Source: an optimization exercise on an open RTL-to-GDS flow (aim: small area and a short achievable clock period). Production flows keep margins and buffers that such runs may drop. No functional check of the RTL was part of any run shown here.

==> flow/design.v (outline; a module is shown in full before it is edited, if it fits) <==
// module PE: 1558 lines
module PE#(
    parameter d_width = 32,
    parameter a_width = 8,
    parameter iact_size =  5,
    parameter kernel_size = 3
)
(
    input start,
    input clk, rst_n,
    input [d_width -1 : 0] weight,
    input [d_width -1 : 0] iact,
    output reg load_weight,
    output reg load_iact,
    output reg done,
    output reg [d_width -1 : 0] pe_out
);
  // ...
==> flow/flow/run.sh <==
#!/bin/bash
# Layout flow: the standard layout (standard.sh) with these changes:
#  - the port buffers are buf_2 cells instead of the cell buffer_ports picks;
#  - timing repair aims at 6.9 ns of setup slack at the 10 ns clock, and
#    may only resize cells and swap pins (no buffers, no cloning).
set -euo pipefail
cat >> config.mk <<'EOC'
export BUFFER_PORTS_ARGS = -buffer_cell sky130_fd_sc_hd__buf_2
export SETUP_SLACK_MARGIN = 6.9
export SETUP_MOVE_SEQUENCE = sizeup,swap
EOC
bash standard.sh > standard.log 2>&1
==> flow/standard.sh <==
#!/bin/bash
# synth_recipe.tcl (not shown) runs the flow's synth.tcl, then flattens the netlist and writes it again
# the make line also repeats each setting of config.mk as NAME=value (left out here)
make -C /OpenROAD-flow-scripts/flow DESIGN_CONFIG=/design/flow/config.mk WORK_HOME=/design/flow/orfs CLKGATE_MAP_FILE= SYNTH_SCRIPT=/design/flow/synth_recipe.tcl "${@:-finish}"
==> flow/config.mk <==
export PLATFORM = sky130hd
export DESIGN_NAME = PE
export DESIGN_NICKNAME = PE
export VERILOG_FILES = /design/flow/design.v
export SDC_FILE = /design/flow/constraint.sdc
export NUM_CORES = 4
export LEC_CHECK = 0
export CAP_MARGIN = 20
export CORE_MARGIN = 2
export CORE_UTILIZATION = 60
export CTS_BUF_LIST = sky130_fd_sc_hd__clkbuf_16
export CTS_CLUSTER_DIAMETER = 100
export CTS_CLUSTER_SIZE = 32
export SLEW_MARGIN = 20
export BUFFER_PORTS_ARGS = -buffer_cell sky130_fd_sc_hd__buf_2
export SETUP_SLACK_MARGIN = 6.9
export SETUP_MOVE_SEQUENCE = sizeup,swap
==> flow/constraint.sdc <==
create_clock -name core_clock -period 10.0 [get_ports {clk}]
set_input_delay 2.0000 -clock core_clock [delete_from_list [all_inputs] [get_ports {clk}]]
set_output_delay 2.0000 -clock core_clock [all_outputs]
set_load 0.01 [all_outputs]
==> results.json, run 1 <==
{
  "ys_seq_area_share_pct": 34.0,
  "clkCellAreaFrac_pct": 2.45,
  "nFillCells": 3634,
  "vias": 19800,
  "worst_pin_slew_ns": 0.898,
  "cts-hold-fix-buffers": 0,
  "num-nets-final": 2909,
  "detailroute.wirelength.met3_um": 5010,
  "cts.repair.resized": 67,
  "multi_input_area_share_pct": 58.6,
  "rr_worst_depth": 13,
  "grt_max_degree": 97,
  "post-route-util_pct": 65.4,
  "cts_root_buf": "clkbuf_16",
  "gp_congestion": 0.877,
  "final_cell_mix": "xnor2_1, dfxtp_1, a22oi_1, nor2_1, maj3_1",
  "coreArea_sq_um": 44200,
  "grt_busiest_layer": "met2",
  "fin_cells": 3379,
  "clkLatencyLatePin_ns": 0.58,
  "status": "finished clean",
  "worstSetupStartpoint": "acc0_c[24]",
  "multiInputGateArea_sq_um": 17000,
  "synth_cell_types": 65,
  "antenna_left": 0,
  "syn_area_sq_um": 26900,
  "routed_wl_um": 68100,
  "num-clock-buffers": 21,
  "synth_edf_count": 0,
  "synthMuxAreaShare_pct": 5.25,
  "cts_buffers": 21,
  "grt_pass1_vias": 19600,
  "std_cell_rows": 77,
  "stdcell_area_sq_um": 28900,
  "setup_violations": 0,
  "grt_util_met2_pct": 48.2,
  "highest-signal-layer": "met4",
  "syn_nets": 2931,
  "buffers": 143
}
==> run 2: changes to the inputs <==
--- a/flow/design.v
+++ b/flow/design.v
@@ -1385,170 +1385,169 @@
     assign m_c[28] = c868;
     assign m_s[29] = s881;
     assign m_c[29] = c874;
     assign m_s[30] = s887;
     assign m_c[30] = c880;
     assign m_s[31] = x891;
     assign m_c[31] = c886;
     wire [31:0] sum_p = m_s ^ m_c;
-    wire [31:0] sum_g = m_s & m_c;
-    wire G892 = sum_g[1] | (sum_p[1] & sum_g[0]);
-    wire G894 = sum_g[3] | (sum_p[3] & sum_g[2]);
+    wire V892 = sum_p[1] ? (m_s[0] & m_c[0]) : m_s[1];
+    wire V894 = sum_p[3] ? m_s[2] : m_s[3];
     wire P895 = sum_p[3] & sum_p[2];
-    wire G896 = sum_g[5] | (sum_p[5] & sum_g[4]);
+    wire V896 = sum_p[5] ? m_s[4] : m_s[5];
     wire P897 = sum_p[5] & sum_p[4];
-    wire G898 = sum_g[7] | (sum_p[7] & sum_g[6]);
+    wire V898 = sum_p[7] ? m_s[6] : m_s[7];
     wire P899 = sum_p[7] & sum_p[6];
-    wire G900 = sum_g[9] | (sum_p[9] & sum_g[8]);
+    wire V900 = sum_p[9] ? m_s[8] : m_s[9];
     wire P901 = sum_p[9] & sum_p[8];
-    wire G902 = sum_g[11] | (sum_p[11] & sum_g[10]);
+    wire V902 = sum_p[11] ? m_s[10] : m_s[11];
     wire P903 = sum_p[11] & sum_p[10];
-    wire G904 = sum_g[13] | (sum_p[13] & sum_g[12]);
+    wire V904 = sum_p[13] ? m_s[12] : m_s[13];
     wire P905 = sum_p[13] & sum_p[12];
-    wire G906 = sum_g[15] | (sum_p[15] & sum_g[14]);
+    wire V906 = sum_p[15] ? m_s[14] : m_s[15];
     wire P907 = sum_p[15] & sum_p[14];
-    wire G908 = sum_g[17] | (sum_p[17] & sum_g[16]);
+    wire V908 = sum_p[17] ? m_s[16] : m_s[17];
     wire P909 = sum_p[17] & sum_p[16];
-    wire G910 = sum_g[19] | (sum_p[19] & sum_g[18]);
+    wire V910 = sum_p[19] ? m_s[18] : m_s[19];
     wire P911 = sum_p[19] & sum_p[18];
-    wire G912 = sum_g[21] | (sum_p[21] & sum_g[20]);
+    wire V912 = sum_p[21] ? m_s[20] : m_s[21];
     wire P913 = sum_p[21] & sum_p[20];
-    wire G914 = sum_g[23] | (sum_p[23] & sum_g[22]);
+    wire V914 = sum_p[23] ? m_s[22] : m_s[23];
     wire P915 = sum_p[23] & sum_p[22];
-    wire G916 = sum_g[25] | (sum_p[25] & sum_g[24]);
+    wire V916 = sum_p[25] ? m_s[24] : m_s[25];
     wire P917 = sum_p[25] & sum_p[24];
-    wire G918 = sum_g[27] | (sum_p[27] & sum_g[26]);
+    wire V918 = sum_p[27] ? m_s[26] : m_s[27];
     wire P919 = sum_p[27] & sum_p[26];
-    wire G920 = sum_g[29] | (sum_p[29] & sum_g[28]);
+    wire V920 = sum_p[29] ? m_s[28] : m_s[29];
     wire P921 = sum_p[29] & sum_p[28];
-    wire G922 = sum_g[2] | (sum_p[2] & G892);
-    wire G924 = G894 | (P895 & G892);
-    wire G926 = sum_g[6] | (sum_p[6] & G896);
+    wire V922 = sum_p[2] ? V892 : m_s[2];
+    wire V924 = P895 ? V892 : V894;
+    wire V926 = sum_p[6] ? V896 : m_s[6];
     wire P927 = sum_p[6] & P897;
-    wire G928 = G898 | (P899 & G896);
+    wire V928 = P899 ? V896 : V898;
     wire P929 = P899 & P897;
-    wire G930 = sum_g[10] | (sum_p[10] & G900);
+    wire V930 = sum_p[10] ? V900 : m_s[10];
     wire P931 = sum_p[10] & P901;
-    wire G932 = G902 | (P903 & G900);
+    wire V932 = P903 ? V900 : V902;
     wire P933 = P903 & P901;
-    wire G934 = sum_g[14] | (sum_p[14] & G904);
+    wire V934 = sum_p[14] ? V904 : m_s[14];
     wire P935 = sum_p[14] & P905;
-    wire G936 = G906 | (P907 & G904);
+    wire V936 = P907 ? V904 : V906;
     wire P937 = P907 & P905;
-    wire G938 = sum_g[18] | (sum_p[18] & G908);
+    wire V938 = sum_p[18] ? V908 : m_s[18];
     wire P939 = sum_p[18] & P909;
-    wire G940 = G910 | (P911 & G908);
+    wire V940 = P911 ? V908 : V910;
     wire P941 = P911 & P909;
-    wire G942 = sum_g[22] | (sum_p[22] & G912);
+    wire V942 = sum_p[22] ? V912 : m_s[22];
     wire P943 = sum_p[22] & P913;
-    wire G944 = G914 | (P915 & G912);
+    wire V944 = P915 ? V912 : V914;
     wire P945 = P915 & P913;
-    wire G946 = sum_g[26] | (sum_p[26] & G916);
+    wire V946 = sum_p[26] ? V916 : m_s[26];
     wire P947 = sum_p[26] & P917;
-    wire G948 = G918 | (P919 & G916);
+    wire V948 = P919 ? V916 : V918;
     wire P949 = P919 & P917;
-    wire G950 = sum_g[30] | (sum_p[30] & G920);
+    wire V950 = sum_p[30] ? V920 : m_s[30];
     wire P951 = sum_p[30] & P921;
-    wire G952 = sum_g[4] | (sum_p[4] & G924);
-    wire G954 = G896 | (P897 & G924);
-    wire G956 = G926 | (P927 & G924);
-    wire G958 = G928 | (P929 & G924);
-    wire G960 = sum_g[12] | (sum_p[12] & G932);
+    wire V952 = sum_p[4] ? V924 : m_s[4];
+    wire V954 = P897 ? V924 : V896;
+    wire V956 = P927 ? V924 : V926;
+    wire V958 = P929 ? V924 : V928;
+    wire V960 = sum_p[12] ? V932 : m_s[12];
     wire P961 = sum_p[12] & P933;
-    wire G962 = G904 | (P905 & G932);
+    wire V962 = P905 ? V932 : V904;
     wire P963 = P905 & P933;
-    wire G964 = G934 | (P935 & G932);
+    wire V964 = P935 ? V932 : V934;
     wire P965 = P935 & P933;
-    wire G966 = G936 | (P937 & G932);
+    wire V966 = P937 ? V932 : V936;
     wire P967 = P937 & P933;
-    wire G968 = sum_g[20] | (sum_p[20] & G940);
+    wire V968 = sum_p[20] ? V940 : m_s[20];
     wire P969 = sum_p[20] & P941;
-    wire G970 = G912 | (P913 & G940);
+    wire V970 = P913 ? V940 : V912;
     wire P971 = P913 & P941;
-    wire G972 = G942 | (P943 & G940);
+    wire V972 = P943 ? V940 : V942;
     wire P973 = P943 & P941;
-    wire G974 = G944 | (P945 & G940);
+    wire V974 = P945 ? V940 : V944;
     wire P975 = P945 & P941;
-    wire G976 = sum_g[28] | (sum_p[28] & G948);
+    wire V976 = sum_p[28] ? V948 : m_s[28];
     wire P977 = sum_p[28] & P949;
-    wire G978 = G920 | (P921 & G948);
+    wire V978 = P921 ? V948 : V920;
     wire P979 = P921 & P949;
-    wire G980 = G950 | (P951 & G948);
+    wire V980 = P951 ? V948 : V950;
     wire P981 = P951 & P949;
-    wire G982 = sum_g[8] | (sum_p[8] & G958);
-    wire G984 = G900 | (P901 & G958);
-    wire G986 = G930 | (P931 & G958);
-    wire G988 = G932 | (P933 & G958);
-    wire G990 = G960 | (P961 & G958);
-    wire G992 = G962 | (P963 & G958);
-    wire G994 = G964 | (P965 & G958);
-    wire G996 = G966 | (P967 & G958);
-    wire G998 = sum_g[24] | (sum_p[24] & G974);
+    wire V982 = sum_p[8] ? V958 : m_s[8];
+    wire V984 = P901 ? V958 : V900;
+    wire V986 = P931 ? V958 : V930;
+    wire V988 = P933 ? V958 : V932;
+    wire V990 = P961 ? V958 : V960;
+    wire V992 = P963 ? V958 : V962;
+    wire V994 = P965 ? V958 : V964;
+    wire V996 = P967 ? V958 : V966;
+    wire V998 = sum_p[24] ? V974 : m_s[24];
     wire P999 = sum_p[24] & P975;
-    wire G1000 = G916 | (P917 & G974);
+    wire V1000 = P917 ? V974 : V916;
     wire P1001 = P917 & P975;
-    wire G1002 = G946 | (P947 & G974);
+    wire V1002 = P947 ? V974 : V946;
     wire P1003 = P947 & P975;
-    wire G1004 = G948 | (P949 & G974);
+    wire V1004 = P949 ? V974 : V948;
     wire P1005 = P949 & P975;
-    wire G1006 = G976 | (P977 & G974);
+    wire V1006 = P977 ? V974 : V976;
     wire P1007 = P977 & P975;
-    wire G1008 = G978 | (P979 & G974);
+    wire V1008 = P979 ? V974 : V978;
     wire P1009 = P979 & P975;
-    wire G1010 = G980 | (P981 & G974);
+    wire V1010 = P981 ? V974 : V980;
     wire P1011 = P981 & P975;
-    wire G1012 = sum_g[16] | (sum_p[16] & G996);
-    wire G1014 = G908 | (P909 & G996);
-    wire G1016 = G938 | (P939 & G996);
-    wire G1018 = G940 | (P941 & G996);
-    wire G1020 = G968 | (P969 & G996);
-    wire G1022 = G970 | (P971 & G996);
-    wire G1024 = G972 | (P973 & G996);
-    wire G1026 = G974 | (P975 & G996);
-    wire G1028 = G998 | (P999 & G996);
-    wire G1030 = G1000 | (P1001 & G996);
-    wire G1032 = G1002 | (P1003 & G996);
-    wire G1034 = G1004 | (P1005 & G996);
-    wire G1036 = G1006 | (P1007 & G996);
-    wire G1038 = G1008 | (P1009 & G996);
-    wire G1040 = G1010 | (P1011 & G996);
+    wire V1012 = sum_p[16] ? V996 : m_s[16];
+    wire V1014 = P909 ? V996 : V908;
+    wire V1016 = P939 ? V996 : V938;
+    wire V1018 = P941 ? V996 : V940;
+    wire V1020 = P969 ? V996 : V968;
+    wire V1022 = P971 ? V996 : V970;
+    wire V1024 = P973 ? V996 : V972;
+    wire V1026 = P975 ? V996 : V974;
+    wire V1028 = P999 ? V996 : V998;
+    wire V1030 = P1001 ? V996 : V1000;
+    wire V1032 = P1003 ? V996 : V1002;
+    wire V1034 = P1005 ? V996 : V1004;
+    wire V1036 = P1007 ? V996 : V1006;
+    wire V1038 = P1009 ? V996 : V1008;
+    wire V1040 = P1011 ? V996 : V1010;
     wire [31:0] sum;
     assign sum[0] = sum_p[0];
-    assign sum[1] = sum_p[1] ^ sum_g[0];
-    assign sum[2] = sum_p[2] ^ G892;
-    assign sum[3] = sum_p[3] ^ G922;
-    assign sum[4] = sum_p[4] ^ G924;
-    assign sum[5] = sum_p[5] ^ G952;
-    assign sum[6] = sum_p[6] ^ G954;
-    assign sum[7] = sum_p[7] ^ G956;
-    assign sum[8] = sum_p[8] ^ G958;
-    assign sum[9] = sum_p[9] ^ G982;
-    assign sum[10] = sum_p[10] ^ G984;
-    assign sum[11] = sum_p[11] ^ G986;
-    assign sum[12] = sum_p[12] ^ G988;
-    assign sum[13] = sum_p[13] ^ G990;
-    assign sum[14] = sum_p[14] ^ G992;
-    assign sum[15] = sum_p[15] ^ G994;
-    assign sum[16] = sum_p[16] ^ G996;
-    assign sum[17] = sum_p[17] ^ G1012;
-    assign sum[18] = sum_p[18] ^ G1014;
-    assign sum[19] = sum_p[19] ^ G1016;
-    assign sum[20] = sum_p[20] ^ G1018;
-    assign sum[21] = sum_p[21] ^ G1020;
-    assign sum[22] = sum_p[22] ^ G1022;
-    assign sum[23] = sum_p[23] ^ G1024;
-    assign sum[24] = sum_p[24] ^ G1026;
-    assign sum[25] = sum_p[25] ^ G1028;
-    assign sum[26] = sum_p[26] ^ G1030;
-    assign sum[27] = sum_p[27] ^ G1032;
-    assign sum[28] = sum_p[28] ^ G1034;
-    assign sum[29] = sum_p[29] ^ G1036;
-    assign sum[30] = sum_p[30] ^ G1038;
-    assign sum[31] = sum_p[31] ^ G1040;
+    assign sum[1] = sum_p[1] ^ (m_s[0] & m_c[0]);
+    assign sum[2] = sum_p[2] ^ V892;
+    assign sum[3] = sum_p[3] ^ V922;
+    assign sum[4] = sum_p[4] ^ V924;
+    assign sum[5] = sum_p[5] ^ V952;
+    assign sum[6] = sum_p[6] ^ V954;
+    assign sum[7] = sum_p[7] ^ V956;
+    assign sum[8] = sum_p[8] ^ V958;
+    assign sum[9] = sum_p[9] ^ V982;
+    assign sum[10] = sum_p[10] ^ V984;
+    assign sum[11] = sum_p[11] ^ V986;
+    assign sum[12] = sum_p[12] ^ V988;
+    assign sum[13] = sum_p[13] ^ V990;
+    assign sum[14] = sum_p[14] ^ V992;
+    assign sum[15] = sum_p[15] ^ V994;
+    assign sum[16] = sum_p[16] ^ V996;
+    assign sum[17] = sum_p[17] ^ V1012;
+    assign sum[18] = sum_p[18] ^ V1014;
+    assign sum[19] = sum_p[19] ^ V1016;
+    assign sum[20] = sum_p[20] ^ V1018;
+    assign sum[21] = sum_p[21] ^ V1020;
+    assign sum[22] = sum_p[22] ^ V1022;
+    assign sum[23] = sum_p[23] ^ V1024;
+    assign sum[24] = sum_p[24] ^ V1026;
+    assign sum[25] = sum_p[25] ^ V1028;
+    assign sum[26] = sum_p[26] ^ V1030;
+    assign sum[27] = sum_p[27] ^ V1032;
+    assign sum[28] = sum_p[28] ^ V1034;
+    assign sum[29] = sum_p[29] ^ V1036;
+    assign sum[30] = sum_p[30] ^ V1038;
+    assign sum[31] = sum_p[31] ^ V1040;
     always @(posedge clk or negedge rst_n)
         if (!rst_n) begin
             load_iact <= 1'b0; load_weight <= 1'b0; done <= 1'b0; pe_out <= 32'd0;
         end else if (cnt == 5'd0) begin
             load_iact <= 1'b0; load_weight <= 1'b0; done <= 1'b0; pe_out <= 32'd0;
         end else begin
             if (cnt == 5'd6) load_iact <= 1'b1;
             if (cnt == 5'd10) load_weight <= 1'b1;
==> flow/flow/run.sh (replaced) <==
#!/bin/bash
# Layout flow: the standard layout (standard.sh) with these changes:
#  - the port buffers are buf_2 cells instead of the cell buffer_ports picks;
#  - timing repair aims at 6.8 ns of setup slack at the 10 ns clock, and
#    may only resize cells and swap pins (no buffers, no cloning).
set -euo pipefail
cat >> config.mk <<'EOC'
export BUFFER_PORTS_ARGS = -buffer_cell sky130_fd_sc_hd__buf_2
export SETUP_SLACK_MARGIN = 6.8
export SETUP_MOVE_SEQUENCE = sizeup,swap
EOC
bash standard.sh > standard.log 2>&1
==> flow/config.mk (replaced) <==
export PLATFORM = sky130hd
export DESIGN_NAME = PE
export DESIGN_NICKNAME = PE
export VERILOG_FILES = /design/flow/design.v
export SDC_FILE = /design/flow/constraint.sdc
export NUM_CORES = 4
export LEC_CHECK = 0
export CAP_MARGIN = 20
export CORE_MARGIN = 2
export CORE_UTILIZATION = 60
export CTS_BUF_LIST = sky130_fd_sc_hd__clkbuf_16
export CTS_CLUSTER_DIAMETER = 60
export CTS_CLUSTER_SIZE = 30
export SLEW_MARGIN = 20
export BUFFER_PORTS_ARGS = -buffer_cell sky130_fd_sc_hd__buf_2
export SETUP_SLACK_MARGIN = 6.8
export SETUP_MOVE_SEQUENCE = sizeup,swap
==> results.json, run 2 <==
{
  "status": "finished clean",
  "stdcell_area_sq_um": 30400,
  "cp_slowest_stage_delay_ns": 0.55,
  "hpwl_um": 49700,
  "synth_top_family_by_area": "XOR/XNOR gates",
  "multiInputGateArea_sq_um": 17900,
  "cts_buffers": 35,
  "grt_first_pass_wirelength_um": 113000,
  "vias": 21200,
  "grt_util_all_layers_pct": 29.7,
  "routed_wl_um": 71400,
  "ioPinCount": 102,
  "routedWlPerCell_um": 20.1,
  "detailroute.wirelength.met3_um": 5100,
  "slew_viol_final": 0,
  "cts_buffer_depth": 3,
  "endpoint_kind": "flip-flop",
  "final_cell_mix": "xnor2_1, dfxtp_1, a22oi_1, nor2_1, maj3_1",
  "initial_core_util_pct": 60.9,
  "synth_top_cell_area_share_pct": 29.0,
  "gp_congestion": 0.903,
  "fmaxAchievable_mhz": 303,
  "yosys_warnings": 1,
  "drive_above_1_share_pct": 14.6,
  "port_buffers": 101,
  "reg2reg_to": "pe_out[29]",
  "synth_flop_cell": "dfxtp_1",
  "place_inst": 3489,
  "synth-compound-area-share_pct": 13.2,
  "critPathKind": "reg -> reg",
  "cpMaxStageDelayCell": "or4_4",
  "std_cell_rows": 78,
  "clock_skew_ns": 0.0430,
  "crit_family": "simple AND/OR/NAND/NOR gates",
  "grt_max_degree": 77,
  "rrSetupSlack_ns": 6.70,
  "min_to": "w0[1]",
  "drv_cap": 0,
  "insertedDiodeCount": 0,
  "hold_depth": 0,
  "met1_length_um": 31600,
  "grt_pass1_vias": 20700,
  "clkSlewWorstSetupHoldPaths_ns": 0.09,
  "final_common_cell": "xnor2_1",
  "crit_path_start_kind": "flip-flop",
  "yosysTopAreaCell": "dfxtp_1",
  "drtIter0Drc": 1647,
  "grt.overflow.total": 0,
  "cts_tree": "yes",
  "worstPathRequired_ns": 10.44,
  "synth_common_cells": "xnor2_1, dfxtp_1, a22oi_1",
  "crit_top_cell": "nor4_4",
  "worst_pin_slew_ns": 0.958,
  "detail_route.vias_per_cell": 5.98,
  "drt-pass1-iter-count": 7,
  "synth_seq_cells": 446,
  "cts_sinks": 446,
  "synth-simple-area-share_pct": 8.12,
  "syn_to_final_growth_pct": 9.89,
  "hold_viol": 0,
  "synth_cell_types": 68,
  "nFillCells": 3705,
  "postPlaceCellArea_sq_um": 28400,
  "synth_xor_area_share_pct": 28.0,
  "synth_edf_count": 0,
  "critPathArrivalTime_ns": 3.74,
  "drc_errors": 0,
  "fin_crit_ns": 3.30,
  "maxSlewHeadroom_pct": 36.1,
  "dieArea_sq_um": 47800,
  "finalCritPeriodShare_pct": 33.0,
  "postCtsSetupBuffers": 0,
  "die_h_um": 219,
  "async_flop_share_pct": 10.3,
  "syn-instance-count": 2960,
  "syn_avg_cell_area_sq_um": 9.34,
  "rr_worst_depth": 10,
  "synth-adder-area-share_pct": 8.54,
  "syn_area_sq_um": 27600,
  "htree_levels": 2,
  "rsz0062_at_grt": "true",
  "ys_top_cells_by_area": "dfxtp_1, xnor2_1, maj3_1",
  "hold_path.class": "reg -> reg",
  "yosysMostFrequentCell": "xnor2_1",
  "num-nets-final": 3018,
  "min_from": "w1[1]",
  "cts_root_buf": "clkbuf_16",
  "post-route-util_pct": 66.9,
  "setup_tns_ns": 0,
  "worstPathCellList": "xnor2_4 > or4_4 > o31a_1 > nor4_4 > o21ai_2 > a31o_4 > o221ai_1 > o221ai_4 > nor4_4 > nor3b_2",
  "antenna_found_initial": 0,
  "met2_length_um": 32600,
  "path_buf_inv": 0,
  "ys_seq_area_share_pct": 33.1,
  "die_w_um": 219,
  "worstPathMaxFanout": 8,
  "synthMuxAreaShare_pct": 5.26,
  "fin_cells": 3552,
  "antenna_left": 0,
  "timing.rr.start": "acc0_s[11]",
  "seqCellArea_sq_um": 9280,
  "coreArea_sq_um": 45400,
  "highest-signal-layer": "met4",
  "syn_nets": 3052,
  "setup_violations": 0,
  "clkLatencyLatePin_ns": 0.59
}
## run 2: changes by cell type after synthesis, moves of 10 or more
cell	delta
nor2_1	+12
o21ai_0	+25
buf_4	-16
maj3_1	+25
buf_2	-85
o211ai_1	+10
a21oi_1	+12
clkbuf_1	+108
xnor2_1	+12
ha_1	-36
buf_1	+22
xor2_1	+14
nor2b_1	-11
## run 2: layout make-up
cell class | count | area share [%]
Clock buffer | 36 | 2.97
Clock inverter | 27 | 1.35
Inverter | 56 | 0.692
Multi-Input combinational cell | 2246 | 58.9
Sequential cell | 446 | 30.5
Tap cell | 600 | 2.47
Timing Repair Buffer | 141 | 3.09
## run 2: repair_timing
item	in CTS	in global routing
endpoints found under the setup margin	46	44
hold buffers	0	0
gates resized for setup	83	106
pin swaps	22	38
gates cloned	0	0
## run 2: cells by family after synthesis
logic type / Yosys count
flip-flops: 446
adder cells (fa/ha/maj): 229
buffers and inverters: 268
AO/OA/AOI/OAI: 528
XOR/XNOR: 861
multiplexers: 135
AND/OR/NAND/NOR: 493
## run 2: metrics by stage
| step | setup WS, ns | hold WS [ns] |
|---|---|---|
| floorplan | 6.80 | 0.310 |
| global placement | 6.39 | 0.309 |
| detailed placement | 6.31 | 0.312 |
| CTS | 6.75 | 0.330 |
| global route | 6.51 | 0.329 |
| finish | 6.70 | 0.330 |
## run 2: per-layer routing
| layer | global-route usage (%) | up-vias |
|---|---|---|
| li1 | - | 10100 |
| met1 | 40.4 | 10300 |
| met2 | 48.3 | 781 |
| met3 | 4.27 | 155 |
| met4 | 10.2 | 0 |
| met5 | 0 | - |
## run 2: worst max path at each step
stage	from	endpoint	slack (ns)	cells after the start
after floorplan	acc0_c[19]	pe_out[29]	6.80	13
after global placement	acc0_s[0]	pe_out[29]	6.39	12
after detailed placement	acc0_s[0]	pe_out[29]	6.31	12
after CTS	acc0_s[19]	pe_out[29]	6.75	11
after global routing	acc0_s[5]	pe_out[29]	6.51	11
final	acc0_s[11]	pe_out[29]	6.70	10

-- separate check: timing with driven ports --
The results above use ideal ports. As a check the final layouts listed here were re-extracted and re-timed, cells and wires unchanged.
Step 1: set_driving_cell puts a clkbuf_16 on clk and a buf_2 on each other input, an assumption about the parent block.
Step 2 times the ports against the registers' clock, not the clock port: input delays grow and output delays shrink by t, the midpoint of the rising clock arrivals with the driver on.
Slacks: ideal / step 1 / step 2; pairs: ideal / step 1.
run	t, ns	setup WS [ns]	latest minus earliest clock arrival (ns)	worst slew at a driven data input, ns
run 1	0.633	6.794 / 6.744 / 6.794	0.024 / 0.024	0.05
run 2	0.631	6.698 / 6.698 / 6.694	0.044 / 0.044	0.04
After both steps every run listed still meets setup and hold. For run 2, which loses most, drivers alone change the setup slack by 0.000 ns; drivers and shift together by -0.004 ns.
